Context: an optimization exercise on an open-source flow, tuned for small area. The choices shown serve that exercise and are no tape-out recipe. Function was checked by simulation only, so behaviour that the tests miss may differ from the original. Power and IR drop assume default switching activity.

==> flow/config.mk <==
export PLATFORM = sky130hd
export DESIGN_NAME = pacman_game
export DESIGN_NICKNAME = pacman_game
export VERILOG_FILES = /design/flow/design.v
export SDC_FILE = /design/flow/constraint.sdc
export NUM_CORES = 4
export LEC_CHECK = 0
export CAP_MARGIN = 20
export CORE_MARGIN = 2
export CORE_UTILIZATION = 55
export CTS_BUF_LIST = sky130_fd_sc_hd__clkbuf_8
export CTS_CLUSTER_DIAMETER = 50
export CTS_CLUSTER_SIZE = 10
export GPL_TIMING_DRIVEN = 0
export SLEW_MARGIN = 20
==> flow/constraint.sdc <==
create_clock -name core_clock -period 25.0 [get_ports {clk}]
set_input_delay 5.0000 -clock core_clock [delete_from_list [all_inputs] [get_ports {clk}]]
set_output_delay 5.0000 -clock core_clock [all_outputs]
set_load 0.01 [all_outputs]
==> flow/design.v <==
module stepper #(parameter int W = 9) (
    input  logic [W-1:0] v,
    input  logic         en,
    input  logic         dn,
    output logic [W-1:0] q
);
    logic [W:0] c;
    assign c[0] = en;
    for (genvar i = 0; i < W; i++) begin : g_bit
        assign q[i] = v[i] ^ c[i];
        assign c[i+1] = c[i] & (v[i] ^ dn);
    end
endmodule
module cmp #(parameter int W = 9) (
    input  logic [W-1:0] a,
    input  logic [W-1:0] b,
    output logic         lt,
    output logic         gt
);
    logic [W:0] l, g;
    assign l[0] = 1'b0;
    assign g[0] = 1'b0;
    for (genvar i = 0; i < W; i++) begin : g_bit
        assign l[i+1] = (a[i] ^ b[i]) ? b[i] : l[i];
        assign g[i+1] = (a[i] ^ b[i]) ? a[i] : g[i];
    end
    assign lt = l[W];
    assign gt = g[W];
endmodule
module sub #(parameter int W = 10) (
    input  logic [W-1:0] a,
    input  logic [W-1:0] b,
    output logic [W-1:0] d
);
    logic [W:0] c;
    assign c[0] = 1'b1;
    for (genvar i = 0; i < W; i++) begin : g_bit
        assign d[i] = a[i] ^ ~b[i] ^ c[i];
        assign c[i+1] = (a[i] & ~b[i]) | (a[i] & c[i]) | (~b[i] & c[i]);
    end
endmodule
module cmpc #(parameter int W = 10) (
    input  logic [W-1:0] a,
    input  logic [W-1:0] b,
    input  logic         cin,
    output logic         gt
);
    logic [W:0] g;
    assign g[0] = cin;
    for (genvar i = 0; i < W; i++) begin : g_bit
        assign g[i+1] = (a[i] ^ b[i]) ? a[i] : g[i];
    end
    assign gt = g[W];
endmodule
module pacman (
    input  logic       clk,
    input  logic       reset,
    input  logic       frame_en,
    input  logic       home,         
    input  logic [7:0] keycode,
    output logic [9:0] x,
    output logic [9:0] y,
    output logic [2:0] mn            
);
    logic [8:0] X, Y;
    logic [2:0] m, l, ln;
    pac_maze u_maze (.X(X), .Y({1'b0, Y}), .m(m), .l(l), .ph(1'b0), .eat(1'b0), .mn(mn));
    always_comb begin
        ln = l;
        case (keycode)
            8'h1A: ln = 3'b111;
            8'h16: ln = 3'b110;
            8'h04: ln = 3'b101;
            8'h07: ln = 3'b100;
            default: ;
        endcase
    end
    logic [8:0] Xs, Ys;
    stepper #(9) u_sx (.v(X), .en(frame_en & mn[2] & !mn[1]), .dn(mn[0]), .q(Xs));
    stepper #(9) u_sy (.v(Y), .en(frame_en & mn[2] &  mn[1]), .dn(mn[0]), .q(Ys));
    always_ff @(posedge clk) begin
        if (reset || (frame_en && home)) begin
            X <= 9'd321;
            Y <= 9'd307;
            m <= 3'b000;
            l <= 3'b000;
        end else begin
            X <= Xs;
            Y <= Ys;
            if (frame_en) begin
                m <= mn;
                l <= ln;
            end
        end
    end
    assign x = {1'b0, X};
    assign y = {1'b0, Y};
endmodule
module pac_maze(input logic [8:0] X, input logic [9:0] Y, input logic [2:0] m, input logic [2:0] l, input logic ph, input logic eat, output logic [2:0] mn);
    logic yr, xc, rh, ch;
    logic [3:0] k;
    assign yr = (Y[2:0] == 3'd3);
    assign xc = (X[2:0] == 3'd4);
    assign rh = (Y == 10'd131) | (Y == 10'd163) | (Y == 10'd187) | (Y == 10'd211) | (Y == 10'd235) | (Y == 10'd259) | (Y == 10'd283) | (Y == 10'd307) | (Y == 10'd331) | (Y == 10'd355);
    assign ch = (X == 9'd220) | (X == 9'd236) | (X == 9'd260) | (X == 9'd284) | (X == 9'd308) | (X == 9'd332) | (X == 9'd356) | (X == 9'd380) | (X == 9'd404) | (X == 9'd420);
    assign k[0] = (~ch) |
        (~rh) |
        (~X[8] & Y[5]) |
        (X[4] & ~X[5] & ~X[6] & ~Y[3] & ~Y[4]) |
        (X[5] & ~Y[4] & ~Y[5] & ~Y[8]) |
        (X[5] & ~X[6] & ~Y[5] & ~Y[7]) |
        (X[4] & Y[3] & Y[4] & ~Y[8]) |
        (~X[3] & ~X[4] & ~X[7] & Y[5] & ~Y[7]) |
        (X[3] & X[4] & X[8] & Y[6] & ~Y[7]) |
        (~X[3] & X[6] & ~Y[4] & Y[7]) |
        (~X[4] & ~X[8] & Y[4]) |
        (X[3] & ~X[6] & ~Y[3] & ~Y[6]) |
        (~X[6] & ~Y[5] & ~Y[6] & ~Y[8]) |
        (~X[3] & X[6] & Y[4] & Y[6]) |
        (~X[3] & Y[3] & ~Y[4] & Y[5]) |
        (~X[6] & X[7] & Y[4] & ~Y[5]) |
        (X[3] & ~X[4] & ~Y[4] & ~Y[6] & Y[8]);
    assign k[1] = (X[5] & ~X[6] & Y[3] & ~Y[5] & rh & ch) |
        (~X[5] & X[6] & Y[3] & ~Y[7] & rh & ch) |
        (X[3] & X[5] & ~Y[3] & Y[4] & rh & ch) |
        (~X[3] & ~X[5] & ~Y[3] & Y[4] & rh & ch) |
        (~X[5] & ~X[8] & ~Y[4] & Y[7] & rh & ch) |
        (X[4] & X[5] & Y[3] & Y[5] & rh & ch) |
        (~X[4] & ~X[5] & Y[3] & ~Y[8] & rh & ch) |
        (~X[5] & ~X[6] & ~Y[3] & ~Y[5] & Y[8] & rh & ch) |
        (~X[4] & ~X[6] & X[7] & ~Y[3] & Y[7] & rh & ch) |
        (X[2] & X[5] & X[6] & ~Y[4] & ~Y[6] & ~Y[7] & rh) |
        (~X[5] & ~X[6] & Y[6] & Y[7] & rh & ch) |
        (~X[4] & X[5] & Y[6] & ~Y[8] & rh & ch) |
        (~X[5] & X[6] & ~Y[5] & ~Y[6] & Y[7] & rh & ch) |
        (X[5] & ~X[6] & ~Y[5] & ~Y[6] & Y[7] & rh & ch);
    assign k[2] = (~ch) |
        (~rh) |
        (X[7] & ~Y[5] & ~Y[6]) |
        (~X[4] & ~X[8] & Y[5]) |
        (~X[5] & X[6] & ~Y[4] & ~Y[5]) |
        (~X[3] & X[4] & X[7] & Y[5]) |
        (X[5] & ~X[6] & ~Y[5] & ~Y[7]) |
        (~X[5] & X[6] & ~X[7] & Y[3]) |
        (X[3] & ~X[6] & ~Y[3] & Y[6]) |
        (~X[4] & X[5] & ~Y[5] & Y[7]) |
        (~X[3] & ~X[5] & ~Y[3] & ~Y[4] & Y[5]) |
        (X[4] & ~X[6] & ~Y[5] & ~Y[6] & ~Y[8]) |
        (X[5] & X[6] & ~Y[3] & ~Y[4] & Y[6]) |
        (~X[3] & X[4] & Y[3] & Y[7]) |
        (~X[4] & ~X[5] & Y[4] & ~Y[5] & ~Y[7]) |
        (X[4] & X[6] & Y[4] & ~Y[5] & ~Y[7]) |
        (X[3] & X[5] & ~Y[3] & Y[5] & ~Y[8]);
    assign k[3] = (~X[5] & ~X[8] & Y[5] & Y[8] & xc & rh) |
        (X[4] & X[6] & ~X[7] & ~Y[5] & Y[6] & rh & ch) |
        (~X[4] & X[7] & X[8] & ~Y[3] & ~Y[7] & rh & ch) |
        (~X[5] & ~X[6] & ~X[7] & Y[3] & Y[6] & ~Y[7] & xc & rh) |
        (X[3] & X[4] & ~X[5] & Y[3] & ~Y[6] & Y[7] & rh & ch) |
        (~X[4] & X[5] & X[8] & Y[3] & Y[5] & ~Y[6] & rh & ch) |
        (~X[4] & ~X[6] & Y[4] & Y[6] & rh & ch) |
        (~X[4] & ~X[5] & ~X[6] & ~Y[3] & ~Y[5] & Y[8] & rh) |
        (X[4] & X[5] & X[6] & ~Y[4] & ~Y[6] & Y[8] & rh) |
        (~X[3] & X[6] & Y[3] & Y[6] & ~Y[7] & yr & ch);
    assign mn[0] = (~k[0] & ~k[1] & l[0]) |
        (~k[0] & ~k[2] & ~k[3] & l[0]) |
        (~k[1] & ~k[3] & ~m[1] & l[0] & ~l[1]) |
        (k[1] & k[3] & m[0]) |
        (k[0] & m[0] & m[1] & l[0] & ~l[1]) |
        (k[0] & k[1] & ~k[2] & l[0] & l[1]) |
        (~k[1] & k[3] & l[0] & l[1]) |
        (~k[1] & k[2] & m[0] & l[0]) |
        (k[0] & k[1] & k[2] & l[0] & ~l[1]) |
        (~k[0] & k[1] & ~k[2] & m[0] & ~l[1]) |
        (~k[0] & ~k[2] & m[0] & ~m[1] & l[1]) |
        (~k[1] & ~m[0] & m[1] & l[0] & l[1]) |
        (~k[1] & m[0] & ~m[1] & l[0] & l[1]) |
        (k[0] & k[2] & m[0] & ~m[1] & l[1]) |
        (k[0] & ~k[1] & k[2] & m[0] & m[1] & ~l[1]);
    assign mn[1] = (k[1] & ~k[2] & l[1]) |
        (~k[0] & ~k[1] & l[0] & l[1]) |
        (k[0] & ~k[1] & k[2] & m[1]) |
        (~k[0] & k[2] & ~l[0] & l[1]) |
        (k[1] & k[3]) |
        (k[0] & ~k[2] & ~k[3] & ~l[0] & l[1]) |
        (k[3] & l[0] & l[1]) |
        (k[1] & ~l[0] & l[1]) |
        (k[0] & k[1] & ~k[2] & m[1] & l[0]) |
        (~k[0] & k[1] & ~k[2] & m[1] & ~l[0]);
    assign mn[2] = (~k[1] & ~k[3] & ~l[1] & l[2]) |
        (k[1] & ~k[2] & m[1]) |
        (~k[1] & k[2] & m[2]) |
        (~k[0] & ~k[2] & l[0]) |
        (k[1] & ~l[0] & l[1]) |
        (~k[2] & ~k[3] & ~m[1] & m[2] & l[1]) |
        (k[0] & ~k[2] & ~l[0] & ~l[1]) |
        (~k[0] & k[2] & ~l[0]) |
        (k[3] & l[0] & l[1]) |
        (k[0] & k[2] & l[0] & ~l[1]) |
        (k[0] & ~k[2] & ~k[3] & ~l[0]) |
        (k[1] & ~k[2] & l[1]);
endmodule
module clyde (
    input  logic       clk,
    input  logic       reset,
    input  logic       frame_en,
    input  logic       over,         
    input  logic       hit,          
    input  logic       eat_time,
    input  logic       pac_home,     
    input  logic [8:0] pacX,
    input  logic [8:0] pacY,
    output logic [9:0] x,
    output logic [9:0] y
);
    logic [8:0] X;
    logic [9:0] Y;
    logic [2:0] m, l, ln, mn;
    logic [1:0] slow;
    clyde_maze u_maze (.X(X), .Y(Y), .m(m), .l(l), .ph(pac_home), .eat(eat_time), .mn(mn));
    logic [10:0] dy;             
    logic [8:0]  dx;             
    logic sy, sx, zy, zx, vert;
    logic [9:0]  ay;             
    logic [7:0]  ax;             
    sub #(11) u_dy (.a({1'b0, Y}), .b({2'b00, pacY}), .d(dy));
    sub #(9)  u_dx (.a(X), .b(pacX), .d(dx));
    assign sy = dy[10];
    assign sx = dx[8];
    assign zy = (dy == 11'd0);
    assign zx = (dx == 9'd0);
    assign ay = dy[9:0] ^ {10{sy}};
    stepper #(8) u_ax (.v(dx[7:0] ^ {8{sx}}), .en(sx), .dn(1'b0), .q(ax));
    cmpc #(10) u_cv (.a(ay), .b({2'b00, ax}), .cin(sy), .gt(vert));
    always_comb begin
        ln = l;
        if (!zy && !zx) ln = vert ? {2'b11, !sy} : {2'b10, !sx};
    end
    logic step;
    logic [8:0] Xs;
    logic [9:0] Ys;
    assign step = frame_en & (slow != 2'd0) & mn[2];
    stepper #(9) u_sx (.v(X), .en(step & !mn[1]), .dn(mn[0]), .q(Xs));
    stepper #(10) u_sy (.v(Y), .en(step &  mn[1]), .dn(mn[0]), .q(Ys));
    always_ff @(posedge clk) begin
        if (reset || (frame_en && over)) begin
            X <= 9'd336;
            Y <= 10'd235;
            m <= 3'b000;
            l <= 3'b000;
            slow <= 2'd0;
        end else if (frame_en && hit) begin
            X <= 9'd336;
            Y <= 10'd235;
            m <= 3'b000;
            l <= 3'b000;
        end else begin
            X <= Xs;
            Y <= Ys;
            if (frame_en) begin
                if (slow == 2'd0) slow <= 2'd1;
                else begin
                    slow <= (slow == 2'd1) ? 2'd2 : 2'd0;
                    m <= mn;
                    l <= ln;
                end
            end
        end
    end
    assign x = {1'b0, X};
    assign y = Y;
endmodule
module clyde_maze(input logic [8:0] X, input logic [9:0] Y, input logic [2:0] m, input logic [2:0] l, input logic ph, input logic eat, output logic [2:0] mn);
    logic yr, xc, rh, ch;
    logic [3:0] k;
    assign yr = (Y[2:0] == 3'd3);
    assign xc = (X[2:0] == 3'd4);
    assign rh = (Y == 10'd131) | (Y == 10'd163) | (Y == 10'd187) | (Y == 10'd211) | (Y == 10'd235) | (Y == 10'd259) | (Y == 10'd283) | (Y == 10'd307) | (Y == 10'd331) | (Y == 10'd355);
    assign ch = (X == 9'd220) | (X == 9'd236) | (X == 9'd260) | (X == 9'd284) | (X == 9'd308) | (X == 9'd332) | (X == 9'd356) | (X == 9'd380) | (X == 9'd404) | (X == 9'd420);
    assign k[0] = (X[5] & ~X[6] & Y[5] & ~Y[7] & rh & ch) |
        (~X[4] & X[8] & Y[3] & ~Y[6] & Y[7] & rh & ch) |
        (X[4] & ~X[8] & ~Y[5] & rh & ch) |
        (X[4] & ~X[6] & Y[6] & ~Y[8] & rh & ch) |
        (~X[4] & X[6] & Y[3] & Y[6] & ~Y[7] & rh & ch) |
        (X[3] & ~X[4] & ~X[7] & Y[4] & ~Y[6] & rh & ch) |
        (~X[3] & ~X[6] & Y[4] & Y[5] & ~Y[7] & rh & ch) |
        (~X[3] & ~X[5] & Y[3] & Y[6] & ~Y[7] & rh & ch) |
        (~X[0] & ~X[1] & ~X[2] & ~X[3] & ~X[4] & ~X[5] & Y[6] & ~Y[8] & rh) |
        (X[4] & ~Y[4] & Y[6] & ~Y[8] & rh & ch) |
        (X[4] & X[5] & Y[5] & ~Y[6] & Y[8] & rh & ch) |
        (~X[4] & X[5] & ~Y[4] & ~Y[6] & ~Y[7] & rh & ch) |
        (X[3] & ~X[6] & ~Y[3] & ~Y[5] & Y[8] & rh & ch) |
        (~X[5] & X[6] & ~Y[5] & ~Y[6] & Y[7] & rh & ch) |
        (X[3] & ~X[4] & X[8] & Y[6] & ~Y[7] & rh & ch);
    assign k[1] = (~rh) |
        (~Y[6] & ~ch) |
        (~Y[7] & ~ch) |
        (X[1]) |
        (X[0]) |
        (X[2] & ~X[3] & Y[6]) |
        (X[3] & ~ch) |
        (X[5] & Y[4] & ~Y[8]) |
        (~X[6] & ~Y[4] & ~Y[5]) |
        (~X[4] & Y[5] & Y[8]) |
        (X[3] & ~X[5] & ~Y[3] & Y[8]) |
        (~X[4] & ~X[8]) |
        (~X[3] & X[4] & ~X[6] & Y[3]) |
        (X[4] & X[8] & ~Y[4] & ~Y[7]) |
        (X[5] & ~Y[5] & ~Y[8]) |
        (X[5] & ~X[6] & Y[8]) |
        (~X[4] & Y[5] & Y[6]) |
        (X[4] & X[6] & Y[4] & Y[7]) |
        (X[5] & ~xc) |
        (X[4] & Y[3] & ~Y[6] & Y[7]) |
        (~X[5] & ~X[6] & X[7] & ~Y[4]);
    assign k[2] = (~X[5] & ~X[8] & xc & rh) |
        (X[4] & ~X[6] & ~X[7] & Y[3] & rh & ch) |
        (X[5] & ~X[6] & ~Y[4] & Y[7] & rh & ch) |
        (~X[4] & X[6] & X[8] & Y[4] & ~Y[5] & rh & ch) |
        (~X[5] & X[6] & ~Y[6] & Y[7] & rh & ch) |
        (X[5] & Y[3] & ~Y[4] & Y[7] & rh & ch) |
        (X[5] & ~X[6] & Y[3] & ~Y[5] & rh & ch) |
        (X[4] & X[6] & Y[4] & Y[5] & rh & ch) |
        (~X[3] & ~X[5] & ~Y[3] & Y[4] & ~Y[6] & rh & ch) |
        (X[3] & X[8] & ~Y[4] & ~Y[5] & Y[6] & rh & ch) |
        (~X[8] & ~Y[3] & ~Y[6] & Y[8] & rh & ch) |
        (X[3] & ~X[6] & Y[4] & ~Y[5] & rh & ch) |
        (X[3] & ~X[6] & ~Y[5] & ~Y[7] & rh & ch) |
        (~X[6] & Y[3] & Y[5] & Y[6] & rh & ch);
    assign k[3] = (~X[5] & ~X[8] & rh & ch) |
        (X[5] & X[7] & X[8] & xc & rh) |
        (~X[7] & ~Y[5] & Y[6] & ~Y[7] & rh & ch) |
        (~X[3] & X[6] & Y[5] & ~Y[6] & rh & ch) |
        (X[4] & ~X[5] & ~Y[3] & Y[4] & rh & ch) |
        (~X[6] & ~X[7] & Y[3] & Y[5] & ~Y[6] & rh & ch) |
        (~X[4] & X[5] & ~Y[3] & Y[4] & rh & ch) |
        (~X[5] & X[6] & Y[3] & ~Y[6] & rh & ch) |
        (~X[4] & ~X[5] & ~Y[5] & ~Y[6] & ~Y[8] & rh & ch) |
        (X[4] & X[5] & ~Y[4] & ~Y[5] & ~Y[8] & rh & ch) |
        (X[5] & ~X[6] & Y[3] & rh & ch) |
        (X[3] & ~X[6] & Y[5] & ~Y[6] & rh & ch) |
        (~X[3] & X[6] & ~Y[3] & ~Y[6] & Y[8] & rh & ch) |
        (~X[0] & ~X[1] & ~X[2] & ~X[3] & ~X[4] & Y[5] & Y[6] & ~Y[8] & rh);
    assign mn[0] = (k[0] & k[1] & k[3]) |
        (~k[0] & k[2] & l[0] & l[1]) |
        (~k[0] & ~k[1] & ~k[3] & m[2] & l[0]) |
        (~k[2] & k[3] & l[0] & ~l[1]) |
        (k[0] & ~k[1] & ~k[2] & ~k[3] & ~l[0]) |
        (~k[1] & k[2] & ~k[3] & l[0]) |
        (~k[0] & k[1] & ~k[2] & ~k[3] & m[0]) |
        (k[0] & k[1] & l[0] & l[1]) |
        (k[2] & k[3] & ~m[0] & ~m[1] & ~l[1]) |
        (k[1] & m[0] & m[1] & l[0]) |
        (k[0] & ~k[2] & k[3] & l[0]) |
        (k[0] & k[1] & ~k[2] & l[0]) |
        (~k[0] & ~k[1] & k[2] & m[1] & l[0]) |
        (~m[2] & ~ph & ~eat) |
        (k[0] & k[1] & m[0] & l[0]) |
        (~k[0] & m[0] & ~m[1] & l[0] & l[1]) |
        (k[0] & k[1] & ~k[2] & m[1] & l[1]) |
        (k[0] & k[2] & ~m[0] & ~m[1] & ~l[1]) |
        (k[0] & k[1] & ~k[2] & m[0] & l[1]) |
        (k[0] & ~k[2] & k[3] & m[0] & ~l[1]) |
        (k[1] & k[2] & k[3] & m[0] & m[1] & ~l[1]) |
        (~k[1] & k[2] & ~k[3] & m[0] & m[1] & ~l[1]) |
        (~k[1] & k[2] & ~k[3] & m[0] & ~m[1] & l[1]);
    assign mn[1] = (k[0] & k[2] & ~k[3] & l[1]) |
        (~k[1] & k[3] & ~l[0] & l[1]) |
        (k[0] & k[1] & k[3] & m[0]) |
        (~m[0] & m[1] & l[0] & l[1]) |
        (k[1] & k[2] & ~k[3] & l[0]) |
        (~k[0] & k[1] & ~k[2] & ~k[3] & m[1]) |
        (~k[0] & ~k[1] & ~k[2] & ~k[3] & m[2] & l[1]) |
        (~k[0] & ~k[1] & k[2] & l[0] & l[1]) |
        (k[0] & k[1] & l[0] & l[1]) |
        (k[1] & k[2] & ~k[3] & l[1]) |
        (k[0] & ~k[1] & k[2] & ~k[3] & ~l[0]) |
        (k[0] & ~k[1] & ~k[2] & k[3] & ~l[0]) |
        (~k[0] & ~k[2] & k[3] & ~l[0] & l[1]) |
        (k[0] & ~k[2] & k[3] & l[0] & l[1]) |
        (m[1] & ~l[2]) |
        (k[1] & m[0] & m[1] & ~l[0] & l[1]) |
        (k[2] & k[3] & ~m[0] & ~m[1] & ~l[0] & l[1]) |
        (k[1] & k[2] & m[0] & ~m[1] & l[0] & l[1]);
    assign mn[2] = (m[2]) |
        (~ph & ~eat);
endmodule
module stinky (
    input  logic       clk,
    input  logic       reset,
    input  logic       frame_en,
    input  logic       over,         
    input  logic       hit,          
    input  logic       eat_time,
    input  logic       pac_home,     
    input  logic [8:0] pacX,
    input  logic [8:0] pacY,
    output logic [9:0] x,
    output logic [9:0] y
);
    logic [8:0] X;
    logic [8:0] Y;
    logic [2:0] m, l, ln, mn;
    logic [1:0] slow;
    stinky_maze u_maze (.X(X), .Y({1'b0, Y}), .m(m), .l(l), .ph(pac_home), .eat(eat_time), .mn(mn));
    logic ylt, ygt, xlt, xgt;    
    cmp #(9) u_cy (.a(pacY), .b(Y), .lt(ylt), .gt(ygt));
    cmp #(9) u_cx (.a(pacX), .b(X), .lt(xlt), .gt(xgt));
    always_comb begin
        ln = l;
        if (ylt)       ln = {2'b11, !eat_time};
        else if (ygt)  ln = {2'b11, eat_time};
        else if (xgt)  ln = {2'b10, eat_time};
        else if (xlt)  ln = {2'b10, !eat_time};
    end
    logic step;
    logic [8:0] Xs;
    logic [8:0] Ys;
    assign step = frame_en & (slow != 2'd0) & mn[2];
    stepper #(9) u_sx (.v(X), .en(step & !mn[1]), .dn(mn[0]), .q(Xs));
    stepper #(9) u_sy (.v(Y), .en(step &  mn[1]), .dn(mn[0]), .q(Ys));
    always_ff @(posedge clk) begin
        if (reset || (frame_en && over)) begin
            X <= 9'd304;
            Y <= 9'd235;
            m <= 3'b000;
            l <= 3'b000;
            slow <= 2'd0;
        end else if (frame_en && hit) begin
            X <= 9'd304;
            Y <= 9'd235;
            m <= 3'b000;
            l <= 3'b000;
        end else begin
            X <= Xs;
            Y <= Ys;
            if (frame_en) begin
                if (slow == 2'd0) slow <= 2'd1;
                else begin
                    slow <= (slow == 2'd1) ? 2'd2 : 2'd0;
                    m <= mn;
                    l <= ln;
                end
            end
        end
    end
    assign x = {1'b0, X};
    assign y = {1'b0, Y};
endmodule
module stinky_maze(input logic [8:0] X, input logic [9:0] Y, input logic [2:0] m, input logic [2:0] l, input logic ph, input logic eat, output logic [2:0] mn);
    logic yr, xc, rh, ch;
    logic [3:0] k;
    assign yr = (Y[2:0] == 3'd3);
    assign xc = (X[2:0] == 3'd4);
    assign rh = (Y == 10'd131) | (Y == 10'd163) | (Y == 10'd187) | (Y == 10'd211) | (Y == 10'd235) | (Y == 10'd259) | (Y == 10'd283) | (Y == 10'd307) | (Y == 10'd331) | (Y == 10'd355);
    assign ch = (X == 9'd220) | (X == 9'd236) | (X == 9'd260) | (X == 9'd284) | (X == 9'd308) | (X == 9'd332) | (X == 9'd356) | (X == 9'd380) | (X == 9'd404) | (X == 9'd420);
    assign k[0] = (X[6] & Y[5] & ~Y[6] & ~Y[7] & rh & ch) |
        (X[5] & ~X[6] & Y[3] & ~Y[7] & rh & ch) |
        (X[3] & X[4] & X[8] & Y[3] & ~Y[4] & rh & ch) |
        (X[5] & ~X[6] & ~Y[5] & Y[7] & rh & ch) |
        (~X[6] & ~X[7] & Y[4] & ~Y[6] & Y[7] & rh & ch) |
        (~X[5] & X[6] & Y[5] & ~Y[7] & rh & ch) |
        (~X[3] & X[4] & X[5] & Y[5] & Y[8] & rh & ch) |
        (X[3] & X[4] & ~X[5] & Y[4] & Y[5] & rh & ch) |
        (~X[0] & ~X[1] & ~X[2] & ~X[3] & ~X[4] & ~X[5] & Y[6] & ~Y[8] & rh) |
        (X[5] & ~X[8] & Y[3] & Y[6] & rh & ch) |
        (~X[3] & X[6] & ~Y[3] & Y[4] & rh & ch) |
        (~X[3] & X[6] & ~Y[3] & ~Y[5] & Y[8] & rh & ch) |
        (X[5] & X[7] & X[8] & ~Y[3] & Y[7] & rh & ch) |
        (X[4] & ~X[6] & Y[3] & ~Y[4] & ~Y[7] & rh & ch);
    assign k[1] = (~X[4] & ~X[5] & Y[3] & Y[8] & rh & ch) |
        (~X[4] & X[5] & X[8] & Y[4] & Y[5] & rh & ch) |
        (X[4] & ~X[8] & ~Y[5] & rh & ch) |
        (X[4] & ~X[5] & ~X[6] & ~Y[3] & Y[4] & rh & ch) |
        (~X[4] & ~X[5] & ~Y[4] & ~Y[5] & Y[7] & rh & ch) |
        (X[4] & X[6] & ~X[7] & ~Y[4] & ~Y[6] & ~Y[8] & rh & ch) |
        (~X[3] & ~X[4] & ~X[7] & ~Y[3] & Y[5] & ~Y[8] & rh & ch) |
        (~X[0] & ~X[1] & ~X[2] & ~X[3] & ~X[4] & ~X[5] & Y[6] & ~Y[8] & rh) |
        (~X[5] & X[6] & X[8] & Y[3] & rh & ch) |
        (X[4] & X[6] & Y[4] & ~Y[5] & ~Y[6] & rh & ch) |
        (X[5] & X[7] & X[8] & ~Y[3] & Y[6] & rh & ch) |
        (~X[4] & ~X[7] & Y[3] & Y[6] & ~Y[7] & rh & ch) |
        (X[3] & ~X[6] & ~Y[3] & Y[5] & ~Y[6] & rh & ch) |
        (~X[0] & ~X[1] & ~X[3] & X[5] & ~X[6] & ~Y[4] & Y[6] & Y[7] & ~ch);
    assign k[2] = (~xc & ~rh) |
        (~X[4] & X[6] & ~X[7] & ~Y[3] & Y[5] & ~Y[6] & rh & ch) |
        (X[4] & ~X[6] & ~X[7] & ~Y[3] & Y[5] & ~Y[6] & rh & ch) |
        (X[3] & ~X[4] & ~X[5] & ~Y[3] & Y[6] & rh & ch) |
        (X[4] & X[5] & ~X[6] & ~Y[3] & Y[6] & rh & ch) |
        (X[3] & ~X[6] & Y[4] & ~Y[7] & rh & ch) |
        (~X[4] & ~X[8] & Y[3] & Y[6] & rh & ch) |
        (~X[3] & X[4] & ~X[5] & Y[3] & ~Y[4] & rh & ch) |
        (~X[4] & X[5] & ~X[7] & Y[4] & Y[8] & rh & ch) |
        (X[3] & X[5] & X[8] & ~Y[5] & ~Y[6] & ~Y[8] & rh & ch) |
        (~X[4] & ~X[6] & ~X[7] & ~Y[5] & ~Y[6] & ~Y[8] & rh & ch);
    assign k[3] = (xc & ~rh) |
        (~Y[6] & ~ch) |
        (~Y[7] & ~ch) |
        (X[0] & Y[4]) |
        (X[5] & X[6] & ~ch) |
        (~X[5] & ~X[6] & ~ch) |
        (X[1] & Y[4]) |
        (X[7] & Y[4]) |
        (~X[4] & X[5] & ~Y[3] & Y[6]) |
        (X[4] & ~X[5] & ~Y[5] & ~Y[8]) |
        (X[5] & ~X[6] & ~Y[4] & ~Y[5]) |
        (X[3] & ~X[4] & ~Y[5] & ~Y[6]) |
        (~X[5] & ~X[6] & ~Y[3] & Y[6]) |
        (~X[7] & Y[3] & ~Y[4] & Y[8]) |
        (~X[3] & X[4] & Y[3] & Y[4]) |
        (X[4] & X[6] & ~Y[3] & Y[6]) |
        (~X[5] & X[6] & Y[3] & rh) |
        (~X[3] & X[6] & ~Y[5] & Y[7] & xc) |
        (X[3] & ~Y[5] & ~xc) |
        (~X[6] & Y[4] & ~xc) |
        (X[5] & ~X[8] & ~Y[3]) |
        (~X[3] & X[4] & ~X[5] & ~Y[8]) |
        (~X[4] & X[5] & Y[4] & Y[7]) |
        (X[3] & ~X[6] & Y[4] & Y[7]) |
        (~X[4] & ~X[6] & ~Y[4] & ~Y[7]) |
        (X[3] & X[6] & ~Y[3] & ~Y[5] & ~Y[7]);
    assign mn[0] = (~k[1] & k[2] & l[0]) |
        (k[1] & ~k[2] & ~k[3] & m[2] & l[0]) |
        (k[1] & k[3] & ~m[0]) |
        (~k[1] & m[0] & m[1] & l[0]) |
        (k[2] & l[0] & ~l[1]) |
        (k[0] & ~k[1] & ~k[3] & l[0]) |
        (~k[0] & ~k[1] & k[3] & m[0]) |
        (k[0] & m[0] & l[0] & l[1]) |
        (~k[1] & k[2] & m[0] & l[1]) |
        (k[0] & k[3] & l[0] & l[1]) |
        (k[0] & ~k[1] & m[0] & m[1] & ~l[1]) |
        (k[0] & k[3] & ~m[0] & ~m[1] & ~l[1]) |
        (~k[3] & m[0] & ~m[1] & l[0] & l[1]) |
        (~k[1] & k[2] & m[0] & m[1]) |
        (~k[1] & ~m[2] & l[0] & l[1]) |
        (k[0] & k[2] & ~m[0] & m[1] & l[1]) |
        (~k[3] & ~m[0] & m[1] & l[0] & l[1]);
    assign mn[1] = (~k[0] & ~k[1] & k[3] & m[1]) |
        (~k[0] & ~k[2] & ~k[3] & m[0] & l[1]) |
        (k[0] & ~k[1] & ~k[2] & ~k[3] & l[1]) |
        (~k[1] & k[2] & l[0] & l[1]) |
        (k[1] & k[2] & ~l[0] & l[1]) |
        (k[0] & k[1] & k[3]) |
        (~m[0] & m[1] & l[0] & l[1]) |
        (~k[1] & k[2] & m[0] & m[1]) |
        (~k[0] & k[1] & ~k[2] & ~k[3] & m[2] & l[1]) |
        (~k[1] & ~m[2] & l[1]) |
        (~k[0] & ~k[1] & ~k[2] & m[1] & l[0]) |
        (k[3] & m[0] & m[1] & ~l[0] & l[1]) |
        (k[0] & ~k[1] & ~k[2] & ~k[3] & m[1] & ~l[0]) |
        (~k[1] & ~k[2] & ~k[3] & m[1] & l[1]) |
        (k[1] & k[3] & ~m[0] & l[0] & l[1]) |
        (~k[0] & k[1] & m[0] & ~l[0] & l[1]) |
        (k[0] & k[3] & m[0] & ~m[1] & l[0] & l[1]) |
        (k[0] & k[3] & ~m[0] & ~m[1] & ~l[0] & l[1]);
    assign mn[2] = (m[1]) |
        (k[1] & m[2]) |
        (k[3]) |
        (k[2]) |
        (~k[1] & l[1]) |
        (~k[0] & ~k[1] & ~l[0]) |
        (k[0] & l[0]) |
        (k[1] & ~ph & ~eat) |
        (~m[0] & m[2] & l[0]);
endmodule
module tinky (
    input  logic       clk,
    input  logic       reset,
    input  logic       frame_en,
    input  logic       over,         
    input  logic       hit,          
    input  logic       eat_time,
    input  logic       pac_home,     
    input  logic [8:0] pacX,
    input  logic [8:0] pacY,
    output logic [9:0] x,
    output logic [9:0] y
);
    logic [8:0] X;
    logic [9:0] Y;
    logic [2:0] m, l, ln, mn;
    logic [1:0] slow;
    tinky_maze u_maze (.X(X), .Y(Y), .m(m), .l(l), .ph(pac_home), .eat(eat_time), .mn(mn));
    logic ylt, ygt, xlt, xgt;    
    cmp #(10) u_cy (.a({1'b0, pacY}), .b(Y), .lt(ylt), .gt(ygt));
    cmp #(9) u_cx (.a(pacX), .b(X), .lt(xlt), .gt(xgt));
    always_comb begin
        ln = l;
        if (xgt)       ln = {2'b10, eat_time};
        else if (xlt)  ln = {2'b10, !eat_time};
        else if (ylt)  ln = {2'b11, !eat_time};
        else if (ygt)  ln = 3'b110;
    end
    logic step;
    logic [8:0] Xs;
    logic [9:0] Ys;
    assign step = frame_en & (slow != 2'd0) & mn[2];
    stepper #(9) u_sx (.v(X), .en(step & !mn[1]), .dn(mn[0]), .q(Xs));
    stepper #(10) u_sy (.v(Y), .en(step &  mn[1]), .dn(mn[0]), .q(Ys));
    always_ff @(posedge clk) begin
        if (reset || (frame_en && over)) begin
            X <= 9'd320;
            Y <= 10'd235;
            m <= 3'b000;
            l <= 3'b000;
            slow <= 2'd0;
        end else if (frame_en && hit) begin
            X <= 9'd320;
            Y <= 10'd235;
            m <= 3'b000;
            l <= 3'b000;
        end else begin
            X <= Xs;
            Y <= Ys;
            if (frame_en) begin
                if (slow == 2'd0) slow <= 2'd1;
                else begin
                    slow <= (slow == 2'd1) ? 2'd2 : 2'd0;
                    m <= mn;
                    l <= ln;
                end
            end
        end
    end
    assign x = {1'b0, X};
    assign y = Y;
endmodule
module tinky_maze(input logic [8:0] X, input logic [9:0] Y, input logic [2:0] m, input logic [2:0] l, input logic ph, input logic eat, output logic [2:0] mn);
    logic yr, xc, rh, ch;
    logic [3:0] k;
    assign yr = (Y[2:0] == 3'd3);
    assign xc = (X[2:0] == 3'd4);
    assign rh = (Y == 10'd131) | (Y == 10'd163) | (Y == 10'd187) | (Y == 10'd211) | (Y == 10'd235) | (Y == 10'd259) | (Y == 10'd283) | (Y == 10'd307) | (Y == 10'd331) | (Y == 10'd355);
    assign ch = (X == 9'd220) | (X == 9'd236) | (X == 9'd260) | (X == 9'd284) | (X == 9'd308) | (X == 9'd332) | (X == 9'd356) | (X == 9'd380) | (X == 9'd404) | (X == 9'd420);
    assign k[0] = (~X[4] & X[8] & Y[3] & Y[7] & rh & ch) |
        (~X[5] & X[6] & Y[3] & ~Y[5] & rh & ch) |
        (~X[4] & X[5] & ~X[6] & Y[5] & rh & ch) |
        (X[5] & X[6] & X[8] & Y[4] & Y[5] & rh & ch) |
        (X[4] & ~X[5] & ~X[6] & ~Y[3] & Y[4] & rh & ch) |
        (X[3] & X[4] & ~X[5] & ~Y[4] & Y[5] & ~Y[8] & rh & ch) |
        (~X[4] & ~X[7] & Y[3] & ~Y[4] & rh & ch) |
        (~X[4] & ~X[5] & ~Y[4] & ~Y[5] & Y[7] & rh & ch) |
        (X[4] & X[6] & ~Y[5] & ~Y[6] & Y[7] & rh & ch) |
        (~X[0] & ~X[1] & ~X[2] & ~X[3] & ~X[4] & ~X[5] & Y[6] & ~Y[8] & rh) |
        (Y[3] & ~Y[4] & ~Y[8] & rh & ch) |
        (~X[3] & X[6] & Y[5] & ~Y[6] & rh & ch) |
        (~X[4] & X[5] & ~Y[3] & ~Y[5] & ~Y[7] & rh & ch);
    assign k[1] = (Y[3] & Y[5] & Y[6] & rh & ch) |
        (X[4] & X[6] & X[8] & Y[4] & ~Y[6] & rh & ch) |
        (~X[3] & ~X[5] & ~X[7] & Y[5] & ~Y[6] & rh & ch) |
        (X[4] & X[6] & ~Y[3] & Y[5] & ~Y[8] & rh & ch) |
        (~X[5] & X[6] & Y[5] & Y[6] & ~Y[8] & rh) |
        (~X[4] & ~X[6] & ~X[7] & Y[4] & Y[8] & rh & ch) |
        (~X[4] & ~X[6] & ~Y[4] & Y[5] & ~Y[6] & rh & ch) |
        (~X[3] & X[6] & ~Y[3] & ~Y[5] & ~Y[7] & rh & ch) |
        (X[3] & ~X[6] & ~Y[3] & ~Y[5] & Y[8] & rh & ch);
    assign k[2] = (Y[2] & Y[7] & ~Y[8] & ~Y[9]) |
        (~Y[6] & ~Y[7] & Y[8] & ~Y[9] & ~rh) |
        (~Y[5] & ~Y[7] & Y[8] & ~Y[9] & ~rh) |
        (Y[6] & Y[7] & ~Y[8] & ~Y[9] & ~rh) |
        (Y[4] & Y[7] & ~Y[8] & ~Y[9] & ~rh) |
        (X[3] & X[4] & Y[5] & Y[7] & ch) |
        (Y[3] & Y[7] & ~Y[8] & ~Y[9] & ~rh) |
        (X[4] & X[5] & Y[3] & ch) |
        (~X[4] & ~X[6] & ~Y[4] & ~Y[8] & ch) |
        (Y[5] & Y[7] & ~Y[8] & ~Y[9] & ~rh) |
        (~Y[2] & ~Y[3] & ~Y[4] & ~Y[7] & Y[8] & ~Y[9] & ~yr) |
        (X[4] & ~X[8] & Y[5] & ch) |
        (X[5] & ~X[6] & Y[3] & ~Y[5] & ch) |
        (~X[3] & X[6] & Y[6] & ~Y[8] & ch) |
        (X[4] & X[5] & ~Y[4] & ~Y[5] & Y[7] & ch) |
        (~X[4] & X[5] & X[6] & Y[4] & Y[5] & ~Y[7] & ch) |
        (X[3] & ~X[6] & Y[3] & ~Y[4] & ch) |
        (X[3] & ~X[6] & Y[4] & Y[5] & ch) |
        (~X[3] & ~X[4] & ~Y[4] & Y[5] & Y[7] & ch) |
        (~X[4] & ~X[6] & Y[4] & ~Y[5] & ~Y[6] & ch) |
        (~X[0] & ~X[1] & ~X[3] & ~X[4] & ~X[5] & Y[4] & Y[6] & ~xc & rh);
    assign k[3] = (~X[3] & X[5] & Y[4] & ~Y[5] & rh & ch) |
        (~X[5] & ~X[8] & Y[5] & rh & ch) |
        (X[4] & X[5] & Y[4] & Y[5] & rh & ch) |
        (X[4] & X[8] & Y[3] & ~Y[4] & Y[6] & Y[8] & yr & ch) |
        (X[3] & ~X[4] & X[8] & ~Y[3] & Y[5] & rh & ch) |
        (~X[4] & Y[5] & Y[6] & Y[7] & rh & ch) |
        (X[3] & ~X[6] & Y[3] & Y[4] & rh & ch) |
        (X[2] & X[5] & ~X[6] & X[7] & ~Y[5] & rh) |
        (~X[3] & X[4] & X[5] & Y[7] & rh & ch) |
        (~X[3] & ~X[4] & ~X[5] & Y[4] & Y[5] & rh & ch) |
        (~X[8] & ~Y[3] & Y[4] & rh & ch) |
        (X[5] & ~X[8] & Y[3] & Y[6] & yr & ch) |
        (X[3] & ~X[6] & ~Y[5] & ~Y[7] & rh & ch) |
        (~X[3] & X[4] & X[5] & Y[6] & rh & ch) |
        (~X[5] & X[6] & ~Y[3] & Y[6] & rh & ch) |
        (~X[3] & X[6] & ~Y[5] & ~Y[6] & Y[8] & rh & ch) |
        (~X[0] & ~X[1] & ~X[2] & ~X[3] & ~X[4] & ~X[5] & Y[4] & Y[6] & rh);
    assign mn[0] = (k[1] & k[2] & ~k[3] & l[0]) |
        (~k[1] & k[3] & l[0] & ~l[1]) |
        (~k[2] & k[3] & l[0] & l[1]) |
        (k[0] & ~k[1] & ~k[2] & ~m[0]) |
        (~k[0] & ~k[2] & ~k[3] & m[0]) |
        (~k[1] & k[3] & m[0] & ~m[1] & l[1]) |
        (k[1] & k[3] & m[0] & m[1] & l[0]) |
        (k[0] & k[2] & ~k[3] & l[0] & ~l[1]) |
        (k[1] & ~k[2] & ~k[3] & ~ph & ~eat) |
        (~k[2] & k[3] & ~m[1] & l[0]) |
        (k[1] & k[2] & l[0] & l[1]) |
        (k[0] & ~k[1] & k[3] & m[0] & l[1]) |
        (k[1] & ~k[2] & ~k[3] & m[0] & ph) |
        (~k[0] & k[2] & k[3] & ~m[0] & m[1] & l[1]) |
        (k[0] & ~k[2] & k[3] & l[0]) |
        (~k[0] & k[2] & ~k[3] & l[0] & l[1]) |
        (k[1] & k[3] & ~m[0] & ~m[1] & ~l[1]) |
        (~k[0] & ~k[1] & ~k[3] & m[0] & ~l[1]) |
        (k[2] & m[0] & ~m[1] & l[0] & l[1]) |
        (k[0] & ~k[2] & k[3] & m[0] & ~l[1]) |
        (k[0] & k[1] & k[2] & ~k[3] & m[0] & ~l[1]);
    assign mn[1] = (k[1] & k[2] & l[1]) |
        (~k[0] & ~k[1] & ~k[3] & m[1]) |
        (k[1] & k[3] & l[1]) |
        (~k[0] & k[2] & l[1]) |
        (k[0] & ~k[1] & ~k[2] & l[1]) |
        (k[2] & k[3] & m[1] & l[1]) |
        (~k[0] & k[3] & l[0] & l[1]) |
        (k[2] & ~k[3] & ~l[0] & l[1]) |
        (k[1] & ~k[2] & ~k[3] & m[1] & ph) |
        (k[1] & ~k[2] & ~k[3] & ~ph & ~eat) |
        (k[0] & ~k[2] & k[3] & ~l[0]) |
        (~k[0] & k[1] & ~k[2] & l[0]) |
        (k[1] & k[2] & k[3] & l[0]) |
        (k[0] & k[1] & k[2] & ~k[3] & ~l[0]) |
        (k[0] & ~k[1] & ~k[2] & m[0] & l[0]) |
        (k[0] & ~k[1] & ~k[2] & ~m[0] & ~l[0]) |
        (~k[0] & ~k[1] & m[0] & m[1] & ~l[0]) |
        (~k[0] & ~k[1] & k[2] & ~m[0] & m[1] & l[0]) |
        (~k[0] & k[2] & k[3] & ~m[0] & ~m[1] & ~l[0]) |
        (~k[0] & ~k[1] & k[2] & m[0] & ~m[1] & l[0]);
    assign mn[2] = (~m[1] & m[2]) |
        (k[2] & ~l[1]) |
        (k[1] & k[3]) |
        (~k[0] & ~k[3]) |
        (k[3] & l[0]) |
        (k[2] & ~l[0]) |
        (k[0] & ~k[1] & ~k[2]) |
        (k[1] & m[2] & ph) |
        (k[1] & ~ph & ~eat) |
        (k[3] & ~l[1]) |
        (k[1] & k[2]);
endmodule
module collision (
    input  logic [8:0] pac_x,
    input  logic [8:0] pac_y,
    input  logic [8:0] clyde_x,
    input  logic [9:0] clyde_y,
    input  logic [8:0] stinky_x,
    input  logic [8:0] stinky_y,
    input  logic [8:0] tinky_x,
    input  logic [9:0] tinky_y,
    input  logic       eat_time,
    output logic [3:0] collide
);
    logic hc, hs, ht;
    assign hc = (pac_x[8:3] == clyde_x[8:3])  && ({1'b0, pac_y[8:3]} == clyde_y[9:3]);
    assign hs = (pac_x[8:3] == stinky_x[8:3]) && (pac_y[8:3] == stinky_y[8:3]);
    assign ht = (pac_x[8:3] == tinky_x[8:3])  && ({1'b0, pac_y[8:3]} == tinky_y[9:3]);
    always_comb begin
        if (eat_time) collide = hc ? 4'b1000 : hs ? 4'b0100 : ht ? 4'b0010 : 4'b0000;
        else          collide = {3'b000, hc | hs | ht};
    end
endmodule
module lives (
    input  logic       clk,
    input  logic       reset,
    input  logic       en,
    input  logic       touch,        
    output logic [3:0] livesout,
    output logic       lost
);
    logic [1:0] n;
    logic stop;
    always_ff @(posedge clk) begin
        if (reset) begin
            n <= 2'd3;
            lost <= 1'b0;
            stop <= 1'b0;
        end else if (en) begin
            if (n == 2'd0) lost <= 1'b1;
            else if (touch && !stop) begin
                n <= n - 2'd1;
                stop <= 1'b1;
            end else stop <= 1'b0;
        end
    end
    assign livesout = {2'b00, n};
endmodule
module scorereg (
    input  logic        clk,
    input  logic        reset,
    input  logic        scoreUpdate,
    output logic [11:0] scoreout,
    output logic [3:0]  cien,
    output logic [3:0]  diez,
    output logic [3:0]  uno,
    output logic        won
);
    logic [11:0] nxt;
    logic wrap, c1, c2;
    assign {wrap, nxt} = {1'b0, scoreout} + {12'd0, scoreUpdate};
    assign c1 = scoreUpdate & uno[3] & uno[0];
    assign c2 = c1 & diez[3] & diez[0];
    always_ff @(posedge clk) begin
        if (reset || wrap) begin
            uno <= 4'd0; diez <= 4'd0; cien <= 4'd0;
        end else begin
            uno <= c1 ? 4'd0 : uno + {3'd0, scoreUpdate};
            diez <= c2 ? 4'd0 : diez + {3'd0, c1};
            cien <= cien + {3'd0, c2};
        end
        if (reset) begin
            scoreout <= 12'd0;
            won <= 1'b0;
        end else begin
            scoreout <= nxt;
            if (scoreUpdate && scoreout[11:1] == 11'h0ef) won <= 1'b1;
        end
    end
endmodule
module eat_counter (
    input  logic clk,
    input  logic reset,
    input  logic en,
    output logic eat_time,
    output logic white
);
    localparam logic [1:0] IDLE = 2'd0, RUNNING = 2'd1, DONE = 2'd2;
    logic [1:0]  state;
    logic [10:0] counter;
    logic run;
    assign run = (state == RUNNING);
    always_ff @(posedge clk) begin
        if (reset) counter <= 11'd0;
        else counter <= en ? 11'd0 : counter + {10'd0, run};
    end
    always_ff @(posedge clk) begin
        if (reset) begin
            state <= IDLE;
            eat_time <= 1'b0;
            white <= 1'b0;
        end else begin
            case (state)
                IDLE: if (en) state <= RUNNING;
                RUNNING: begin
                    eat_time <= 1'b1;
                    white <= (counter >= 11'd1300 && counter <= 11'd1400) ||
                             (counter >= 11'd1500 && counter <= 11'd1600) ||
                             (counter >= 11'd1700 && counter <= 11'd1800) ||
                             (counter >= 11'd1900 && counter <= 11'd2000);
                    if (!en && counter == 11'd2000) state <= DONE;
                end
                default: if (!en) begin
                    state <= IDLE;
                    eat_time <= 1'b0;
                    white <= 1'b0;
                end
            endcase
        end
    end
endmodule
module pacman_fsm (
    input  logic       clk,
    input  logic       reset,
    input  logic [2:0] mn,           
    input  logic       won,
    output logic       tick,
    output logic [3:0] pac_code
);
    localparam logic [3:0] CIRCLE = 4'd0, UP_CLOSE = 4'd1, UP_OPEN = 4'd2,
        RIGHT_CLOSE = 4'd3, RIGHT_OPEN = 4'd4, DOWN_CLOSE = 4'd5, DOWN_OPEN = 4'd6,
        LEFT_CLOSE = 4'd7, LEFT_OPEN = 4'd8;
    logic [4:0] counter;
    logic [3:0] state, nxt;
    logic opened;
    assign tick = (counter == 5'd20);
    assign opened = (state == UP_OPEN) || (state == DOWN_OPEN) ||
                    (state == LEFT_OPEN) || (state == RIGHT_OPEN);
    always_comb begin
        if (won || !mn[2]) nxt = CIRCLE;
        else if (!mn[1] && mn[0])
            nxt = (opened || state == UP_CLOSE) ? LEFT_CLOSE : LEFT_OPEN;
        else if (!mn[1]) nxt = opened ? RIGHT_CLOSE : RIGHT_OPEN;
        else if (mn[0])  nxt = opened ? UP_CLOSE : UP_OPEN;
        else             nxt = opened ? DOWN_CLOSE : DOWN_OPEN;
    end
    always_ff @(posedge clk) begin
        if (reset) begin
            counter <= 5'd0;
            state <= CIRCLE;
            pac_code <= 4'd0;
        end else begin
            counter <= tick ? 5'd0 : counter + 5'd1;
            if (tick) state <= nxt;
            pac_code <= state;
        end
    end
endmodule
module ghost_fsm (
    input  logic       clk,
    input  logic       reset,
    input  logic       tick,
    output logic [1:0] ghost_code
);
    logic second, g0;
    always_ff @(posedge clk) begin
        if (reset) begin
            second <= 1'b0;
            g0 <= 1'b0;
        end else begin
            if (tick) second <= !second;
            g0 <= second;
        end
    end
    assign ghost_code = {1'b0, g0};
endmodule
module pacman_game (
    input  logic        clk,
    input  logic        reset,
    input  logic        frame_tick,
    input  logic [7:0]  keycode,
    input  logic        pellet,
    input  logic        power_pellet,
    output logic [9:0]  pac_x,
    output logic [9:0]  pac_y,
    output logic [9:0]  clyde_x,
    output logic [9:0]  clyde_y,
    output logic [9:0]  stinky_x,
    output logic [9:0]  stinky_y,
    output logic [9:0]  tinky_x,
    output logic [9:0]  tinky_y,
    output logic [3:0]  collide,
    output logic [3:0]  lives,
    output logic        lost,
    output logic        won,
    output logic [11:0] score,
    output logic [3:0]  score_hundreds,
    output logic [3:0]  score_tens,
    output logic [3:0]  score_ones,
    output logic        eat_time,
    output logic        white,
    output logic [3:0]  pac_code,
    output logic [1:0]  ghost_code
);
    logic [2:0] pac_mn;
    logic over, touch, tick, pac_home;
    assign pac_home = (pac_x == 10'd321) && (pac_y == 10'd307);
    assign over  = won | lost;
    assign touch = (collide == 4'b0001);
    pacman u_pacman (
        .clk(clk), .reset(reset), .frame_en(frame_tick), .home(over | touch),
        .keycode(keycode), .x(pac_x), .y(pac_y), .mn(pac_mn)
    );
    clyde u_clyde (
        .clk(clk), .reset(reset), .frame_en(frame_tick), .over(over),
        .hit(touch | collide[3]), .eat_time(eat_time), .pac_home(pac_home),
        .pacX(pac_x[8:0]), .pacY(pac_y[8:0]), .x(clyde_x), .y(clyde_y)
    );
    stinky u_stinky (
        .clk(clk), .reset(reset), .frame_en(frame_tick), .over(over),
        .hit(touch | collide[2]), .eat_time(eat_time), .pac_home(pac_home),
        .pacX(pac_x[8:0]), .pacY(pac_y[8:0]), .x(stinky_x), .y(stinky_y)
    );
    tinky u_tinky (
        .clk(clk), .reset(reset), .frame_en(frame_tick), .over(over),
        .hit(touch | collide[1]), .eat_time(eat_time), .pac_home(pac_home),
        .pacX(pac_x[8:0]), .pacY(pac_y[8:0]), .x(tinky_x), .y(tinky_y)
    );
    collision u_collision (
        .pac_x(pac_x[8:0]), .pac_y(pac_y[8:0]),
        .clyde_x(clyde_x[8:0]), .clyde_y(clyde_y),
        .stinky_x(stinky_x[8:0]), .stinky_y(stinky_y[8:0]),
        .tinky_x(tinky_x[8:0]), .tinky_y(tinky_y),
        .eat_time(eat_time), .collide(collide)
    );
    lives u_lives (
        .clk(clk), .reset(reset), .en(frame_tick), .touch(touch),
        .livesout(lives), .lost(lost)
    );
    scorereg u_score (
        .clk(clk), .reset(reset), .scoreUpdate(pellet), .scoreout(score),
        .cien(score_hundreds), .diez(score_tens), .uno(score_ones), .won(won)
    );
    eat_counter u_eat (
        .clk(clk), .reset(reset), .en(power_pellet),
        .eat_time(eat_time), .white(white)
    );
    pacman_fsm u_pac_anim (
        .clk(clk), .reset(reset), .mn(pac_mn), .won(won),
        .tick(tick), .pac_code(pac_code)
    );
    ghost_fsm u_ghost_anim (
        .clk(clk), .reset(reset), .tick(tick), .ghost_code(ghost_code)
    );
endmodule
==> flow/flow/run.sh <==
#!/bin/bash
# Standard ORFS layout, with three changes:
#  1. after the standard synthesis, its combinational cells are re-mapped for area by
#     abc (flip-flops untouched: same instances, names and cell types);
#  2. ports are buffered with the smallest buffer (every port still gets one);
#  3. buffers left by synthesis are removed at floorplan (REMOVE_ABC_BUFFERS).
set -euo pipefail
F=$(cd "$(dirname "$0")" && pwd)
R=$PWD/orfs/results/$FLOW_PLATFORM/pacman_game/base
L=$PWD/orfs/logs/$FLOW_PLATFORM/pacman_game/base
LIB=$(ls $FLOW_HOME/platforms/$FLOW_PLATFORM/lib/sky130_fd_sc_hd__tt_025C_1v80.lib)
bash standard.sh synth > std_synth.log 2>&1
cp $R/1_2_yosys.v std_1_2_yosys.v
grep -o -- "-dont_use [A-Za-z0-9_]*" $L/1_2_yosys.log | sort -u > dont_use_args.txt
bash $F/resynth.ys.sh std_1_2_yosys.v resynth.v $F/abc_area.script dont_use_args.txt $LIB > resynth.log 2>&1
cp resynth.v $R/1_2_yosys.v
touch $R/1_2_yosys.v
bash standard.sh REMOVE_ABC_BUFFERS=1 "BUFFER_PORTS_ARGS=-buffer_cell sky130_fd_sc_hd__buf_1" finish > std_layout.log 2>&1
==> flow/flow/abc_area.script <==
strash
&get -n
&deepsyn -T 600
&put
dch -f
amap
mfs2 -a
strash
dch -f
amap
topo
==> flow/flow/resynth.ys.sh <==
#!/bin/bash
# Re-maps the combinational cells of the standard synthesis netlist for area with abc.
# The flip-flop instances (names, cell types, connections) are left exactly as they are;
# the steps after abc are those of ORFS's synth.tcl (splitnets, tie cells, pass-through buffers).
# usage: resynth.ys.sh IN.v OUT.v ABCSCRIPT DONTUSE_ARGS_FILE LIB
IN=$1; OUT=$2; S=$3; DU=$4; LIB=$5
seq=$(grep -oE "sky130_fd_sc_hd__(df|edf|sdf|dl|sedf)[a-z0-9_]*" "$IN" | sort -u | tr '\n' ' ')
du=$(tr '\n' ' ' < "$DU")
yosys -p "read_liberty -ignore_miss_func $LIB; read_verilog $IN; blackbox $seq; hierarchy -top $FLOW_TOP; flatten; rename -hide w:_*_.*; opt_clean -purge; delete $seq; read_liberty -lib $LIB; hierarchy -top $FLOW_TOP; abc -script $S -liberty $LIB $du; setundef -zero; splitnets; opt_clean -purge; hilomap -singleton -hicell sky130_fd_sc_hd__conb_1 HI -locell sky130_fd_sc_hd__conb_1 LO; insbuf -buf sky130_fd_sc_hd__buf_4 A X; hierarchy -top $FLOW_TOP; check -assert -mapped; stat -liberty $LIB; write_verilog -noattr -nohex -nodec $OUT"
==> flow/standard.sh <==
#!/bin/bash
# synth_recipe.tcl (not shown) runs the flow's synth.tcl, then flattens the netlist and writes it again
# the make line also repeats each setting of config.mk as NAME=value (left out here)
make -C /OpenROAD-flow-scripts/flow DESIGN_CONFIG=/design/flow/config.mk WORK_HOME=/design/flow/orfs CLKGATE_MAP_FILE= SYNTH_SCRIPT=/design/flow/synth_recipe.tcl "${@:-finish}"
==> results of run 1 <==
==> worst max-delay path by stage <==
stage | endpoint | slack [ps]
2_1_floorplan | u_stinky.m[2] | 17280
3_3_place_gp | u_stinky.m[2] | 13960
3_5_place_dp | u_stinky.m[1] | 16040
4_1_cts | collide[2] | 16150
5_1_grt | collide[0] | 15770
6_report | collide[2] | 15940
==> stage by stage <==
step | utilization, % | std cells | area [um^2]
2_1_floorplan | - | 1685 | 11100
3_3_place_gp | 57.1 | 2085 | 11900
3_5_place_dp | 57.2 | 2087 | 11900
4_1_cts | 59.3 | 2119 | 12300
5_1_grt | 59.3 | 2119 | 12300
6_report | 59.3 | 2119 | 12300
==> routing by layer <==
metal	wire length (um)	vias up
met1	16500	6223
met5	0	-
met2	17300	736
met3	3620	126
li1	-	6539
met4	1340	0
==> registers in the layout, indices dropped and copies added (netlist names), 3 cells and up <==
name / cells
u_pacman.Y: 9
u_tinky.Y: 10
u_score.uno: 4
u_score.diez: 4
u_stinky.m: 3
u_pac_anim.state: 4
u_clyde.l: 3
u_clyde.Y: 10
u_pacman.m: 3
u_pacman.X: 9
u_pac_anim.counter: 5
u_clyde.X: 9
u_pacman.l: 3
u_stinky.Y: 9
u_score.scoreout: 12
u_eat.counter: 11
u_score.cien: 4
u_tinky.m: 3
u_clyde.m: 3
u_tinky.X: 9
u_pac_anim.pac_code: 4
u_stinky.X: 9
==> critical path: stages (launching register included) <==
cell	delay (ps)
dfxtp_1	780
clkinv_1	720
a22oi_1	480
nand4_1	130
nor4_1	790
clkinv_1	250
and3_1	280
buf_1	140
==> placed cells by master, fill, tap and decap left out, types with 28 or more instances in the layout <==
cell type / count
o21ai_0: 146
nor2_1: 359
o22ai_1: 60
o221ai_1: 51
buf_1: 124
nor4_1: 28
a21oi_1: 103
nor3_1: 84
a31oi_1: 32
a22oi_1: 29
dfxtp_1: 161
clkinv_1: 236
nand2_1: 119
a211oi_1: 55
==> power by group <==
| part | total, mW | switching (mW) | internal [mW] |
|---|---|---|---|
| Combinational | 0.569 | 0.383 | 0.186 |
| Sequential | 0.349 | 0.0633 | 0.286 |
| Clock | 0.205 | 0.127 | 0.0775 |
==> final cells by class <==
| class | instances | area [um^2] | area share, % |
|---|---|---|---|
| Timing Repair Buffer | 127 | 493 | 4.00 |
| Clock buffer | 17 | 234 | 1.90 |
| Tap cell | 275 | 344 | 2.79 |
| Inverter | 236 | 886 | 7.18 |
| Multi-Input combinational cell | 1288 | 6970 | 56.5 |
| Sequential cell | 161 | 3220 | 26.1 |
| Clock inverter | 15 | 191 | 1.55 |
==> summary.txt, run 1 <==
Worst Reg-to-Reg Cells=24; met2 usage=between 50 and 60%; total power=1.12 mW; core area=20,800 um^2; Ports=135; fin. max-slew vios=0; Ys Warns=10; HP Start=u_pac_anim.counter[0]; r2r startpoint=u_pacman.Y[3]; Diodes inserted=0; slack of the worst reg-to-reg path=17,200 ps; Setup Viol. Count Final=0; clk sinks=about 160; beginning of the critical path=u_pacman.Y[3]; Initial DRT Pass Iterations=8; GRT busiest layer=met2; layout cell share with drive strength beyond 1=under 10%; PostCTS Resize Cnt=0; type of the worst min-delay path=register to register; fin crit share=between 30 and 40%; Post CTS Setup Buffer Count=0; CP Max Fanout=16; FMAX=110 MHz; post-synthesis cell area=~12,000 um^2; total grt overflow=0; WL final=just under 40 mm; Vias/cell=~6.4; CTS HTree Levels=4; Syn Inst Count=around 1,700; syn avg cell area=~6.6 um^2; unrepaired setup endpoints after global routing=no; max cap viols=0; clk buf depth=2; largest net degree at the start of global routing=27; worst hold endpoint=u_pac_anim.counter[0]; Hold Path Depth=1; NumNets Final=between 1,500 and 2,000; hold_buf cts=0; CP required=about 20,000 ps; Lkg Pwr=4.03 nW; setup ws final=15,940 ps; peak supply drop=0.0000642 V; via count=13,624; crit path DAT=4060 ps; CTS tree=done; Die Height=149 um; pwr/cell area=91.0 nW/um^2; M3 GR Usage=6.33%; Max-slew headroom=between 20% and 30%; Starting Density=between 50% and 60%; first-pass GRT wire length=just over 60 mm; CTS Buf Count=17; initial antenna violation count=0; die width=~150 um; Critical Path Start Type=register; Worst-Margin Slew=approximately 1100 ps; dpl ws=~16,000 ps; Filler Cell Count=2,077; Reg clk slew, reported paths=~110 ps; vias in the first global route=roughly 12,000; Clock Latency Late Sink=between 400 and 500 ps; CP Capture Type=output port; Routability Congestion=1.01; met1 Use GR=around 46%; row cnt=53; final antenna-violating net count=0; Root Buffer Master=clkbuf_8; critical path type=register to output port; final hold slack=about 440 ps; port buffer count=about 130; final hold vios=0; P&R area growth vs syn=6.59%; drt wl/cell=between 15 and 20 um; die area=approximately 22,000 um^2; residual DRC count=0; clock skew=roughly 21 ps; setup_tns=0 ps; capture point of the worst reg-to-reg path=u_pacman.X[7]; hpwl dp=between 20 and 30 mm; gr usage total=about a third; Iter 0 DRT Violations=about 1,400; status=timing/DRC/antenna clean; final worst path period need=a little over 9000 ps
==> run 2: changes to the inputs <==
--- a/flow/config.mk
+++ b/flow/config.mk
@@ -8,5 +8,5 @@
 export CAP_MARGIN = 20
 export CORE_MARGIN = 2
-export CORE_UTILIZATION = 55
+export CORE_UTILIZATION = 62
 export CTS_BUF_LIST = sky130_fd_sc_hd__clkbuf_8
 export CTS_CLUSTER_DIAMETER = 50
==> summary.txt, run 2 <==
status=timing/DRC/antenna clean; max cap viols=0; Syn Inst Count=roughly 1,700; row cnt=49; final hold vios=0; CTS HTree Levels=4; initial antenna violation count=0; Initial DRT Pass Iterations=6; clock power share=19.3%; port buffer count=about 130; area post-placement=approximately 12,000 um^2; Critical Path Start Type=register; Comb pwr share=49.8%; setup_tns=0 ps; Reg with most FFs=u_score.scoreout; clk buf depth=2; Largest register FFs=12; Diodes inserted=0; CTS tree=done; Worst Reg-to-Reg Cells=28; Hold Path Depth=2; Starting Density=63.8%; NumNets Final=1,843; first-pass GRT wire length=~61 mm; Die Height=around 140 um; type of the worst min-delay path=register to register; clock skew=roughly 17 ps; Top cell by count, worst path=nor2_1; Finished Cell Area=approximately 12,000 um^2; commonest non-fill, non-tap cells in the layout=nor2_1, clkinv_1, dfxtp_1; core area=18,100 um^2; Filler Cell Count=approximately 1,600; Iter 0 DRT Violations=1,711; unrepaired setup endpoints after global routing=no; drt wl/cell=roughly 18 um; hold_buf cts=0; Switch Pwr=approximately 570 uW; CP Capture Type=output port; final antenna-violating net count=0; crit path DAT=approximately 4000 ps; CP required=approximately 20,000 ps; slowest CP cell=dfxtp_1; sequential power share=between 30% and 40%; total grt overflow=0; WL final=between 30 and 40 mm; vias in the first global route=approximately 12,000; gr usage total=between 30 and 40%; largest net degree at the start of global routing=27; clk sinks=161; Vias/cell=roughly 6.6; Ports=between 100 and 150; final hold slack=~440 ps; Setup Viol. Count Final=0; Worst-Margin Slew=1100 ps; residual DRC count=0; Sw Ratio=around half; CTS Buf Count=17; Root Buffer Master=clkbuf_8; layout cell share with drive strength beyond 1=1.95%; fin. max-slew vios=0; Largest stage delay, worst path=710 ps; Ys Warns=10; fin crit share=a little over a third; die area=just under 20,000 um^2; PostCTS Resize Cnt=0; Routability Congestion=0.993; Max-slew headroom=25.6%; most common cell after layout, fill and taps aside=nor2_1; P&R area growth vs syn=6.36%; CP Max Fanout=11; FMAX=~110 MHz; via count=between 10,000 and 15,000; Post CTS Setup Buffer Count=0; syn avg cell area=6.62 um^2; peak supply drop=~0.000065 V; critical path type=register to output port; Clock Latency Late Sink=around 500 ps; Lkg Pwr=just over 4 nW; pwr/cell area=around 90 nW/um^2; Int Power=561 uW; Largest regs=u_score.scoreout (12), u_eat.counter (11); hpwl dp=between 20 and 30 mm; die width=between 100 and 150 um; worst-path cell chain=clkinv_1, nor2_1, nor2_1, a221oi_1, nand3_1, nor3_1, nor4b_1, buf_1; post-synthesis cell area=11,600 um^2; Reg clk slew, reported paths=110 ps; final worst path period need=around 9000 ps
-- run 2: critical path, delay by kind of cell (launching register included) --
family / cells / cell delay [ps]
buffers and inverters: 2 / 800
AOI/OAI and AO/OA: 1 / 430
and+or+nand+nor: 5 / 1610
DFF: 1 / 710
-- run 2: stage by stage --
step | utilization [%] | cells | setup WS [ps] | total power [mW]
CTS | 67.8 | 2072 | 15790 | 1.11
detailed placement | 65.3 | 2040 | 15280 | 0.891
floorplan | - | 1685 | 17280 | 0.744
finish | 67.8 | 2072 | 15970 | 1.13
global route | 67.8 | 2072 | 15800 | 1.20
global placement | 65.2 | 2039 | 14070 | 0.887
-- run 2: power by group through the flow --
stage               clock network (mW)  registers (mW)  logic (mW)
CTS                              0.220           0.345       0.543
global route                     0.231           0.352       0.618
finish                           0.218           0.349       0.563
floorplan                            0           0.338       0.406
detailed placement                   0           0.351       0.541
global placement                     0           0.350       0.537
-- run 2: worst paths after layout --
path	start	end	slack (ps)
setup / recovery	u_pacman.Y[8]	collide[1]	15970
hold / removal	u_ghost_anim.second	u_ghost_anim.g0	440
setup reg to reg	u_clyde.X[5]	u_clyde.Y[9]	17360
hold reg to reg	u_ghost_anim.second	u_ghost_anim.g0	440
-- run 2: layout make-up --
class	instances	area (um^2)	share of cell area, %
tap	229	287	2.33
inverter	236	886	7.20
multi-input combinational	1288	6970	56.6
sequential	161	3220	26.2
clock inverter	15	225	1.83
clock buffer	17	234	1.90
timing repair buffer	126	485	3.94
-- run 2: routing by layer --
metal	track usage, %	routed length, um	vias to the layer above
met2	60.3	17100	855
met5	0	0	-
met1	48.3	15300	6137
met3	7.71	3970	137
li1	-	-	6543
met4	15.1	1240	0

static timing again, ports no longer ideal:
The flow's constraints put no driver on any port. The routed layouts listed below were extracted and timed again, unchanged, in two steps. Step 1 assumes that a clkbuf_16 drives the clock port and a buf_2 every other input. Step 2 adds t to the input delays and takes it off the output delays; t is the mean of the earliest and latest rising clock arrival at the registers after step 1. Input paths then give back, and output paths get back, about the clock's delay inside the block. Three values: no drivers, after step 1, after step 2; two values: the first two.
| run | shift t [ns] | slack for setup (ns) | worst hold slack (ns) | worst setup path after step 2 | slew at the worst register clock pin (ns) |
|---|---|---|---|---|---|
| run 1 | 0.512 | 15.936 / 15.887 / 16.005 | 0.436 / 0.436 / 0.436 | input to register | 0.12 / 0.12 |
| run 2 | 0.532 | 15.968 / 15.925 / 15.974 | 0.442 / 0.442 / 0.442 | input to register | 0.11 / 0.11 |
After both steps setup and hold are still met in every run listed.
